This design comes from an exercise in tuning for small area, a short achievable clock period and few clock cycles on the open sky130 flow, not from production work. At most, simulation tests tie the RTL to the original design; equivalence was not proved. Power and IR drop assume default switching activity.

## SingleCycleCPU
module SingleCycleCPU(halt, clk, rst,
                      imem_addr, imem_data,
                      dmem_addr, dmem_size, dmem_wdata, dmem_we, dmem_rdata);
   output halt;
   input  clk, rst;
   output [31:0] imem_addr;
   input  [31:0] imem_data;
   output [31:0] dmem_addr;
   output [1:0]  dmem_size;
   output [31:0] dmem_wdata;
   output        dmem_we;
   input  [31:0] dmem_rdata;
   reg [31:0] fpc;           
   reg [31:0] ir;            
   reg        ir_v;
   reg        halt_r;
   reg        w_v;           
   reg        w_ld;          
   reg [4:0]  w_rd;
   reg [2:0]  w_f3;
   reg [31:0] w_data;        
   reg [31:0] st_data;       
   reg        st_we;
   reg        m_busy;
   reg        m_acc_hi;      
   reg [3:0]  m_lo_hi;
   reg [3:0]  m_cnt;
   reg        m_bp;
   reg        btb_v;
   reg [12:2] btb_tag;
   reg [12:2] btb_tgt;
   reg        ir_pred;       
   reg        btb_ev;
   reg [4:0]  btb_rs;
   reg        btb_r1;        
   reg [2:0]  btb_f3;
   assign imem_addr  = fpc;
   assign dmem_addr  = w_data;
  ...
For scale: roughly 6200 cells after synthesis, ~1200 flip-flops, roughly 170 I/O pins, roughly 68000 sq um of cells after synthesis.
==> flow/config.mk <==
export PLATFORM = sky130hd
export DESIGN_NAME = SingleCycleCPU
export DESIGN_NICKNAME = SingleCycleCPU
export VERILOG_FILES = /design/flow/design.v
export SDC_FILE = /design/flow/constraint.sdc
export NUM_CORES = 8
export LEC_CHECK = 0
export CAP_MARGIN = 20
export CORE_MARGIN = 2
export CORE_UTILIZATION = 40
export SLEW_MARGIN = 20
==> flow/constraint.sdc <==
create_clock -name core_clock -period 230.0 [get_ports {clk}]
set_input_delay 46.0000 -clock core_clock [delete_from_list [all_inputs] [get_ports {clk}]]
set_output_delay 46.0000 -clock core_clock [all_outputs]
set_load 0.01 [all_outputs]
standard.sh (not shown) runs the stock make flow with config.mk's settings and CLKGATE_MAP_FILE= SYNTH_SCRIPT=/design/flow/synth_recipe.tcl, a recipe that flattens the netlist after the stock synthesis.
==> flow/flow/run.sh <==
#!/bin/bash
# Standard layout (standard.sh) with: abc mapping for area (flow/area.abc),
# buf_2 port buffers, a clock tree from clkbuf_4 / clkbuf_8, no timing-driven placement, 5% slew/cap margins.
set -euo pipefail
here=$(pwd)
export MY_ABC_SCRIPT=$here/flow/area.abc
sed -e "s#SYNTH_SCRIPT=[^ ]*#SYNTH_SCRIPT=$here/flow/synth.tcl#" \
    -e 's#"${@:-finish}"#"BUFFER_PORTS_ARGS=-buffer_cell sky130_fd_sc_hd__buf_2" "CTS_BUF_LIST=sky130_fd_sc_hd__clkbuf_4 sky130_fd_sc_hd__clkbuf_8" GPL_TIMING_DRIVEN=0 SLEW_MARGIN=5 CAP_MARGIN=5 "${@:-finish}"#' \
    standard.sh > my_standard.sh
grep -q "SYNTH_SCRIPT=$here/flow/synth.tcl" my_standard.sh
bash my_standard.sh > flow_make.log 2>&1
==> flow/flow/area.abc <==
&get -n
&st
&dch
&nf -R 1000
&put
==> flow/flow/synth.tcl <==
# The standard flow's synthesis script (synth_recipe.tcl), with abc run on flow/area.abc
proc synth {args} { yosys synth -nofsm -noshare {*}$args }
proc abc {args} {
  set i [lsearch -exact $args -script]
  if { $i >= 0 } { lset args [expr {$i + 1}] $::env(MY_ABC_SCRIPT) }
  yosys abc {*}$args
}
source $::env(SCRIPTS_DIR)/synth.tcl
# left out here: clear keep_hierarchy, flatten, clean up, hide names made inside functions, write 1_2_yosys.v
The first run completed and failed the layout checks on capacitance limit, slew limit.
Then changed:
==> flow/flow/run.sh (replaced) <==
#!/bin/bash
# Standard layout (standard.sh) with: abc mapping for area (flow/area.abc),
# buf_2 port buffers, and a clock tree from clkbuf_4 / clkbuf_8.
set -euo pipefail
here=$(pwd)
export MY_ABC_SCRIPT=$here/flow/area.abc
sed -e "s#SYNTH_SCRIPT=[^ ]*#SYNTH_SCRIPT=$here/flow/synth.tcl#" \
    -e 's#"${@:-finish}"#"BUFFER_PORTS_ARGS=-buffer_cell sky130_fd_sc_hd__buf_2" "CTS_BUF_LIST=sky130_fd_sc_hd__clkbuf_4 sky130_fd_sc_hd__clkbuf_8" "${@:-finish}"#' \
    standard.sh > my_standard.sh
grep -q "SYNTH_SCRIPT=$here/flow/synth.tcl" my_standard.sh
bash my_standard.sh > flow_make.log 2>&1
Result: The changed run completed with no timing, DRC or antenna violations; clock skew is lower by 0.034 ns; design area is lower by 2.9%; flip-flop and latch count does not change.
No functional check of the RTL was part of any run of this note.

========
SingleCycleCPU, a different RTL version from the one above (not shown whole).
Size: roughly 1200 flip-flops, about 170 I/O pins.
Settings: LEC_CHECK=0, CAP_MARGIN=20, CORE_MARGIN=2, CORE_UTILIZATION=40, SLEW_MARGIN=20; clock period 230.0 ns.
==> flow/flow/run.sh <==
#!/bin/bash
# Standard layout (standard.sh) with: abc mapping for area (flow/area.abc),
# buf_2 port buffers, clock tree with larger sink clusters and no dummy loads, 70% utilisation,
# and from clock tree synthesis on, gate up-sizing aiming at the port-bound period.
set -euo pipefail
here=$(pwd)
export MY_ABC_SCRIPT=$here/flow/area.abc
extra='"BUFFER_PORTS_ARGS=-buffer_cell sky130_fd_sc_hd__buf_2" "CTS_ARGS=-sink_clustering_enable -repair_clock_nets -dont_use_dummy_load -sink_clustering_size 24 -sink_clustering_max_diameter 120" CORE_UTILIZATION=70'
sed -e "s#SYNTH_SCRIPT=[^ ]*#SYNTH_SCRIPT=$here/flow/synth.tcl#" \
    -e "s#\"\${@:-finish}\"#$extra \"\${@:-finish}\"#" standard.sh > std_a.sh
sed -e "s#\"\${@:-finish}\"#SETUP_SLACK_MARGIN=182.6 SETUP_MOVE_SEQUENCE=sizeup \"\${@:-finish}\"#" std_a.sh > std_b.sh
grep -q "SYNTH_SCRIPT=$here/flow/synth.tcl" std_a.sh
grep -q "SETUP_MOVE_SEQUENCE=sizeup" std_b.sh
bash std_a.sh place > flow_make_a.log 2>&1
bash std_b.sh finish > flow_make_b.log 2>&1
Scripts as last shown in full above: flow/flow/area.abc, flow/flow/synth.tcl
The baseline stopped in 5_1_grt.
Testbench counts at the start, summed over its fixed seeds: cycles 131,360.
Change:
==> flow/flow/run.sh (replaced) <==
#!/bin/bash
# Standard layout (standard.sh) with: abc mapping for area (flow/area.abc),
# buf_2 port buffers, clock tree with larger sink clusters and no dummy loads.
set -euo pipefail
here=$(pwd)
export MY_ABC_SCRIPT=$here/flow/area.abc
extra='"BUFFER_PORTS_ARGS=-buffer_cell sky130_fd_sc_hd__buf_2" "CTS_ARGS=-sink_clustering_enable -repair_clock_nets -dont_use_dummy_load -sink_clustering_size 20 -sink_clustering_max_diameter 100"'
sed -e "s#SYNTH_SCRIPT=[^ ]*#SYNTH_SCRIPT=$here/flow/synth.tcl#" \
    -e "s#\"\${@:-finish}\"#$extra \"\${@:-finish}\"#" standard.sh > std_a.sh
grep -q "SYNTH_SCRIPT=$here/flow/synth.tcl" std_a.sh
grep -q "dont_use_dummy_load" std_a.sh
bash std_a.sh finish > flow_make.log 2>&1
What happened: With this change the flow completed without violations; synthesized cell count does not change; area after synthesis does not change.
Change:
==> flow/flow/run.sh (replaced) <==
#!/bin/bash
# Standard layout (standard.sh) with: abc mapping for area (flow/area.abc),
# buf_2 port buffers, clock tree with larger sink clusters and no dummy loads, 55% utilisation,
# and from clock tree synthesis on, gate up-sizing aiming at the port-bound period.
set -euo pipefail
here=$(pwd)
export MY_ABC_SCRIPT=$here/flow/area.abc
extra='"BUFFER_PORTS_ARGS=-buffer_cell sky130_fd_sc_hd__buf_2" "CTS_ARGS=-sink_clustering_enable -repair_clock_nets -dont_use_dummy_load -sink_clustering_size 24 -sink_clustering_max_diameter 120" CORE_UTILIZATION=55'
sed -e "s#SYNTH_SCRIPT=[^ ]*#SYNTH_SCRIPT=$here/flow/synth.tcl#" \
    -e "s#\"\${@:-finish}\"#$extra \"\${@:-finish}\"#" standard.sh > std_a.sh
sed -e "s#\"\${@:-finish}\"#SETUP_SLACK_MARGIN=182.6 SETUP_MOVE_SEQUENCE=sizeup \"\${@:-finish}\"#" std_a.sh > std_b.sh
grep -q "SYNTH_SCRIPT=$here/flow/synth.tcl" std_a.sh
grep -q "SETUP_MOVE_SEQUENCE=sizeup" std_b.sh
bash std_a.sh place > flow_make_a.log 2>&1
bash std_b.sh finish > flow_make_b.log 2>&1
- The new run finished clean
- worst setup slack gains 0.30 ns
- synthesized area stays the same
- flip-flop and latch count is unchanged
- cell count went down by a few percent
- wire length went down by a few percent
- power went down by a few percent
- synthesized cell count is unchanged
- critical path depth does not change

==> what the ideal ports hide <==
Ports are ideal in the flow. The routed layouts listed here were re-timed in OpenROAD.
Step 1, drivers: a clkbuf_16 drives clk and a buf_2 each remaining input, both assumed.
Step 2, shift: input delay + t, output delay - t, t = (earliest + latest rising clock arrival at the registers) / 2. This alone moves slack from input paths to output paths.
Three values: ideal, step 1, step 2; two values: the first two.
| run | t, ns | slack for setup (ns) | worst setup path at the end | worst register clock-pin slew, ns |
|---|---|---|---|---|
| the first run of note 1 | 1.055 | 181.321 / 181.238 / 181.011 | input to register | 0.08 / 0.08 |
| the second run of note 1 | 1.067 | 181.982 / 181.990 / 180.956 | input to register | 0.08 / 0.08 |
| the second run of note 2 | 0.801 | 182.280 / 182.192 / 182.025 | input to register | 0.10 / 0.10 |
| the third run of note 2 | 0.804 | 182.582 / 182.497 / 181.884 | input to register | 0.11 / 0.11 |
For the second run of note 1, which loses most, drivers alone change the setup slack by +0.008 ns; drivers and shift together by -1.026 ns.
